What follows belongs to an exercise in optimizing a design on an open flow for small area and a short achievable clock period; a production flow would make more cautious choices.
At most, simulation tests tie the RTL to the original design; equivalence was not proved.
No activity file was given, so power comes from the tool's default toggle rates.

09-11:
==> flow/design.v <==
module fpa_add #(parameter W = 25)
                (input [W-1:0] a,
                 input [W-1:0] b,
                 input cin,
                 output [W-1:0] s,
                 output cout);
    localparam L = $clog2(W);
    wire [W-1:0] g [0:L];
    wire [W-1:0] p [0:L];
    wire [W-1:0] p0 = a ^ b;
    assign g[0] = (a & b) | {{(W-1){1'b0}}, p0[0] & cin};
    assign p[0] = p0;
    genvar l, i;
    generate
        for (l = 0; l < L; l = l + 1) begin : lv
            for (i = 0; i < W; i = i + 1) begin : bt
                if ((i >> l) & 1) begin : cmb
                    localparam J = ((i >> l) << l) - 1;
                    assign g[l+1][i] = g[l][i] | (p[l][i] & g[l][J]);
                    assign p[l+1][i] = p[l][i] & p[l][J];
                end else begin : pas
                    assign g[l+1][i] = g[l][i];
                    assign p[l+1][i] = p[l][i];
                end
            end
        end
    endgenerate
    assign s = p0 ^ {g[L][W-2:0], cin};
    assign cout = g[L][W-1];
endmodule
module FPU_Addition #(parameter BITS=32)
                        (input [BITS-1:0]A,
                         input [BITS-1:0]B,
                         input clk,
                         output [BITS-1:0] result);
    wire [7:0] eA = A[30:23];
    wire [7:0] eB = B[30:23];
    wire [7:0] dAB, dBA;
    wire       cAB, cBA;
    fpa_add #(8) u_dab (.a(eA), .b(~eB), .cin(1'b1), .s(dAB), .cout(cAB));
    fpa_add #(8) u_dba (.a(eB), .b(~eA), .cin(1'b1), .s(dBA), .cout(cBA));
    wire comp = cAB;                              
    wire [7:0] d = comp ? dAB : dBA;
    wire [23:0] mL = comp ? {1'b1, A[22:0]} : {1'b1, B[22:0]};
    wire [23:0] mS = comp ? {1'b1, B[22:0]} : {1'b1, A[22:0]};
    wire [7:0]  eL = comp ? eA : eB;
    wire        sL = comp ? A[31] : B[31];
    wire        sub = A[31] ^ B[31];
    wire [23:0] s0 = d[0] ? {1'b0,  mS[23:1]} : mS;
    wire [23:0] s1 = d[1] ? {2'b0,  s0[23:2]} : s0;
    wire [23:0] s2 = d[2] ? {4'b0,  s1[23:4]} : s1;
    wire [23:0] s3 = d[3] ? {8'b0,  s2[23:8]} : s2;
    wire [23:0] s4 = d[4] ? {16'b0, s3[23:16]} : s3;
    wire [23:0] mSa = (|d[7:5]) ? 24'd0 : s4;
    wire [24:0] T;
    wire        tc;
    fpa_add #(25) u_add (.a({1'b0, mL}), .b({1'b0, mSa} ^ {25{sub}}), .cin(sub),
                         .s(T), .cout(tc));
    reg [24:0] T_r;
    reg [7:0]  eL_r;
    reg        sL_r;
    always @(posedge clk) begin
        T_r  <= T;
        eL_r <= eL;
        sL_r <= sL;
    end
    reg [4:0] lz;
    integer k;
    always @(*) begin
        lz = 5'd24;
        for (k = 0; k < 24; k = k + 1)
            if (T_r[k]) lz = 5'd23 - k[4:0];
    end
    wire [23:0] Tn = T_r[23:0] << lz;
    wire [22:0] mant = T_r[24] ? T_r[23:1] : Tn[22:0];
    wire [7:0]  expo = T_r[24] ? eL_r + 8'd1 : eL_r - {3'd0, lz};
    assign result = {sL_r, expo, mant};
endmodule
Settings: LEC_CHECK=0, CAP_MARGIN=20, CORE_MARGIN=2, CORE_UTILIZATION=40, SLEW_MARGIN=20; clock period 30.0 ns.
run.sh (not shown) runs the stock make flow with config.mk's settings and CLKGATE_MAP_FILE= SYNTH_SCRIPT=/design/flow/synth_recipe.tcl, a recipe that flattens the netlist after the stock synthesis.
Input changes introduced in 02-22 (baseline for comparison: 09-11):
==> flow/design.v, changed modules only <==
module FPU_Addition #(parameter BITS=32)
                        (input [BITS-1:0]A,
                         input [BITS-1:0]B,
                         input clk,
                         output [BITS-1:0] result);
    wire [7:0] eA = A[30:23];
    wire [7:0] eB = B[30:23];
    wire [7:0] dAB, dBA;
    wire       cAB, cBA;
    fpa_add #(8) u_dab (.a(eA), .b(~eB), .cin(1'b1), .s(dAB), .cout(cAB));
    fpa_add #(8) u_dba (.a(eB), .b(~eA), .cin(1'b1), .s(dBA), .cout(cBA));
    wire comp = cAB;                              
    wire [7:0] d = comp ? dAB : dBA;
    wire [23:0] mL = comp ? {1'b1, A[22:0]} : {1'b1, B[22:0]};
    wire [23:0] mS = comp ? {1'b1, B[22:0]} : {1'b1, A[22:0]};
    wire [7:0]  eL = comp ? eA : eB;
    wire        sL = comp ? A[31] : B[31];
    wire        sub = A[31] ^ B[31];
    wire [23:0] s0 = d[0] ? {1'b0,  mS[23:1]} : mS;
    wire [23:0] s1 = d[1] ? {2'b0,  s0[23:2]} : s0;
    wire [23:0] s2 = d[2] ? {4'b0,  s1[23:4]} : s1;
    wire [23:0] s3 = d[3] ? {8'b0,  s2[23:8]} : s2;
    wire [23:0] s4 = d[4] ? {16'b0, s3[23:16]} : s3;
    wire [23:0] mSa = (|d[7:5]) ? 24'd0 : s4;
    wire [24:0] T;
    wire        tc;
    fpa_add #(25) u_add (.a({1'b0, mL}), .b({1'b0, mSa} ^ {25{sub}}), .cin(sub),
                         .s(T), .cout(tc));
    reg [24:0] T_r;
    reg [7:0]  eL_r;
    reg        sL_r;
    always @(posedge clk) begin
        T_r  <= T;
        eL_r <= eL;
        sL_r <= sL;
    end
    wire        z4 = ~|T_r[24:9];
    wire [24:0] n4 = z4 ? {T_r[8:0], 16'd0} : T_r;
    wire        z3 = ~|n4[24:17];
    wire [24:0] n3 = z3 ? {n4[16:0], 8'd0} : n4;
    wire        z2 = ~|n3[24:21];
    wire [24:0] n2 = z2 ? {n3[20:0], 4'd0} : n3;
    wire        z1 = ~|n2[24:23];
    wire [24:0] n1 = z1 ? {n2[22:0], 2'd0} : n2;
    wire        z0 = ~n1[24];
    wire [23:0] n0 = z0 ? n1[22:0] : n1[23:1];
    wire        tz = ~|T_r;
    wire [4:0]  lz = {z4, z3, z2, z1, z0};
    wire [6:0]  lo = {2'b0, eL_r[4:0]} + 7'd1 - {2'b0, lz};
    wire [2:0]  hi = lo[6] ? eL_r[7:5] - 3'd1 : eL_r[7:5] + {2'd0, lo[5]};
    wire [7:0]  expo = tz ? eL_r - 8'd24 : {hi, lo[4:0]};
    assign result = {sL_r, expo, n0[22:0]};
endmodule
## What came out
- Looking only at data required time at the worst endpoint, and setting everything else aside, the lower value of 02-22 and 09-11 goes to 02-22.
- Between 02-22 and 09-11, the layout buffering overhead excluding clock cells figures differ only marginally.
- Compared with 09-11, in 02-22 wire length of the first global-routing pass saw a decrease, synthesized area moved down, number of DRC violations after detailed-routing iteration 0 down 179, total power went down about 17%, switching share of total power saw a decrease.
- Compared with 09-11, in 02-22 area taken by multi-input logic gates shrank by 270 um2; post-layout instance area shrank by 3.3%; fraction of the cycle the final worst path needs shrank by 0.61 points; leakage dissipation shrank by about 1.8%.
No functional check of the RTL was part of any run of this note.


Another version of the RTL of FPU_Addition (not shown whole).
For scale: about 750 cells after synthesis, about 34 flip-flops, roughly 97 I/O pins, roughly 5800 um2 of cells after synthesis.
==> module FPU_Addition, before the edit <==
module FPU_Addition #(parameter BITS=32)
                        (input [BITS-1:0]A,
                         input [BITS-1:0]B,
                         input clk,
                         output [BITS-1:0] result);
    wire [7:0] eA = A[30:23];
    wire [7:0] eB = B[30:23];
    wire [7:0] X;
    wire       comp;                              
    fpa_add #(8, 3) u_dab (.a(eA), .b(~eB), .cin(1'b1), .s(X), .cout(comp));
    wire [4:0] Xn = ~X[4:0] + 5'd1;
    wire [4:0] d = comp ? X[4:0] : Xn;
    wire       big = comp ? |X[7:5] : ~(&X[7:5] & |X[4:0]);
    wire [23:0] mL = comp ? {1'b1, A[22:0]} : {1'b1, B[22:0]};
    wire [23:0] mS = comp ? {1'b1, B[22:0]} : {1'b1, A[22:0]};
    wire [7:0]  eL = comp ? eA : eB;
    wire        sL = comp ? A[31] : B[31];
    wire        sub = A[31] ^ B[31];
    wire [23:0] s0 = d[0] ? {1'b0,  mS[23:1]} : mS;
    wire [23:0] s1 = d[1] ? {2'b0,  s0[23:2]} : s0;
    wire [23:0] s2 = d[2] ? {4'b0,  s1[23:4]} : s1;
    wire [23:0] s3 = d[3] ? {8'b0,  s2[23:8]} : s2;
    wire [23:0] s4 = d[4] ? {16'b0, s3[23:16]} : s3;
    wire [23:0] mSa = big ? 24'd0 : s4;
    wire [24:0] T;
    wire        tc;
    fpa_add #(25, 5) u_add (.a({1'b0, mL}), .b({1'b0, mSa} ^ {25{sub}}), .cin(sub),
                         .s(T), .cout(tc));
    reg [24:0] T_r;
    reg [7:0]  eL_r;
    reg        sL_r;
    always @(posedge clk) begin
        T_r  <= T;
        eL_r <= eL;
        sL_r <= sL;
    end
    wire        z4 = ~|T_r[24:9];
    wire [24:0] n4 = z4 ? {T_r[8:0], 16'd0} : T_r;
    wire        z3 = ~|n4[24:17];
    wire [24:0] n3 = z3 ? {n4[16:0], 8'd0} : n4;
    wire        z2 = ~|n3[24:21];
    wire [24:0] n2 = z2 ? {n3[20:0], 4'd0} : n3;
    wire        z1 = ~|n2[24:23];
    wire [24:0] n1 = z1 ? {n2[22:0], 2'd0} : n2;
    wire        z0 = ~n1[24];
    wire [23:0] n0 = z0 ? n1[22:0] : n1[23:1];
    wire        tz = z4 & ~|T_r[8:0];
    wire [4:0]  lz = {z4, z3, z2 & ~tz, z1 & ~tz, z0};
    wire [6:0]  lo = {2'b0, eL_r[4:0]} + 7'd1 - {2'b0, lz};
    wire [2:0]  hi = lo[6] ? eL_r[7:5] - 3'd1 : eL_r[7:5] + {2'd0, lo[5]};
    wire [7:0]  expo = {hi, lo[4:0]};
    assign result = {sL_r, expo, n0[22:0]};
endmodule
==> flow/config.mk <==
export PLATFORM = sky130hd
export DESIGN_NAME = FPU_Addition
export DESIGN_NICKNAME = FPU_Addition
export VERILOG_FILES = /design/flow/design.v
export SDC_FILE = /design/flow/constraint.sdc
export NUM_CORES = 4
export LEC_CHECK = 0
export CAP_MARGIN = 20
export CORE_MARGIN = 2
export CORE_UTILIZATION = 40
export SLEW_MARGIN = 20
==> flow/constraint.sdc <==
create_clock -name core_clock -period 30.0 [get_ports {clk}]
set_input_delay 6.0000 -clock core_clock [delete_from_list [all_inputs] [get_ports {clk}]]
set_output_delay 6.0000 -clock core_clock [all_outputs]
set_load 0.01 [all_outputs]
standard.sh (not shown) runs the stock make flow with config.mk's settings and CLKGATE_MAP_FILE= SYNTH_SCRIPT=/design/flow/synth_recipe.tcl, a recipe that flattens the netlist after the stock synthesis.
==> flow/flow/run.sh <==
#!/bin/bash
# Standard synthesis and layout with two changes: the port buffers are the
# small sky130_fd_sc_hd__buf_1 instead of the delay buffer buffer_ports picks
# by default, and the timing repair steps aim for extra setup slack (the
# margin in flow/margin.txt) so that they size and buffer the critical paths.
set -euo pipefail
MARGIN=$(cat flow/margin.txt)
bash standard.sh finish SETUP_SLACK_MARGIN=$MARGIN \
    "BUFFER_PORTS_ARGS=-buffer_cell sky130_fd_sc_hd__buf_1" > standard.log 2>&1
==> flow/flow/margin.txt <==
18
Edit:
--- a/flow/design.v
+++ b/flow/design.v
@@ -32,27 +32,27 @@
                          input [BITS-1:0]B,
                          input clk,
                          output [BITS-1:0] result);
     wire [7:0] eA = A[30:23];
     wire [7:0] eB = B[30:23];
-    wire [7:0] X;
-    wire       comp;                              
-    fpa_add #(8, 3) u_dab (.a(eA), .b(~eB), .cin(1'b1), .s(X), .cout(comp));
-    wire [4:0] Xn = ~X[4:0] + 5'd1;
-    wire [4:0] d = comp ? X[4:0] : Xn;
-    wire       big = comp ? |X[7:5] : ~(&X[7:5] & |X[4:0]);
+    wire [7:0] dAB, dBA;
+    wire       cAB, cBA;
+    fpa_add #(8, 3) u_dab (.a(eA), .b(~eB), .cin(1'b1), .s(dAB), .cout(cAB));
+    fpa_add #(8, 3) u_dba (.a(eB), .b(~eA), .cin(1'b1), .s(dBA), .cout(cBA));
+    wire comp = cAB;                              
+    wire [7:0] d = comp ? dAB : dBA;
     wire [23:0] mL = comp ? {1'b1, A[22:0]} : {1'b1, B[22:0]};
     wire [23:0] mS = comp ? {1'b1, B[22:0]} : {1'b1, A[22:0]};
     wire [7:0]  eL = comp ? eA : eB;
     wire        sL = comp ? A[31] : B[31];
     wire        sub = A[31] ^ B[31];
     wire [23:0] s0 = d[0] ? {1'b0,  mS[23:1]} : mS;
     wire [23:0] s1 = d[1] ? {2'b0,  s0[23:2]} : s0;
     wire [23:0] s2 = d[2] ? {4'b0,  s1[23:4]} : s1;
     wire [23:0] s3 = d[3] ? {8'b0,  s2[23:8]} : s2;
     wire [23:0] s4 = d[4] ? {16'b0, s3[23:16]} : s3;
-    wire [23:0] mSa = big ? 24'd0 : s4;
+    wire [23:0] mSa = (|d[7:5]) ? 24'd0 : s4;
     wire [24:0] T;
     wire        tc;
     fpa_add #(25, 5) u_add (.a({1'b0, mL}), .b({1'b0, mSa} ^ {25{sub}}), .cin(sub),
                          .s(T), .cout(tc));
     reg [24:0] T_r;
- The changed run completed with no timing, DRC or antenna violations
- via count drops by about 8%
- design area goes up by 0.84%
- setup slack degrades by 17 ps
- synthesized area grows by about 0.5%
- final cell count went down by 5.7%
- first-iteration DRC count went up by 14%
- total power went down by about 9%
- sequential share of layout area barely changes
- wire length falls by about 1.2%
- global-route usage drops by 0.91 points

static timing again, ports no longer ideal:
How much do the figures lean on ideal ports? The routed layouts below were timed once more, with nothing changed but the port constraints.
Step 1: set_driving_cell puts a clkbuf_16 on clk and a buf_2 on each other input, an assumption about the parent block.
Step 2 moves the port delays by t, midway between the first and last clock arrival at a register: inputs arrive t later, outputs are due t later. That takes back most of the time a late clock gives input paths.
Three values: ideal, step 1, step 2; two values: the first two.
| run | t (ns) | setup slack, ns | worst setup path at the end | worst data-port slew with drivers (ns) |
|---|---|---|---|---|
| 09-11 | 0.315 | 17.180 / 17.193 / 16.879 | input to register | 0.05 |
| 02-22 | 0.312 | 17.362 / 17.325 / 17.067 | input to register | 0.04 |
| the first run of note 2 | 0.301 | 18.350 / 18.318 / 18.070 | input to register | 0.04 |
| the second run of note 2 | 0.302 | 18.333 / 18.344 / 18.042 | input to register | 0.03 |
After both steps setup and hold are still met in every run listed. The setup slack of 09-11, which loses most, moves by +0.013 ns with the drivers and by -0.301 ns with both steps.
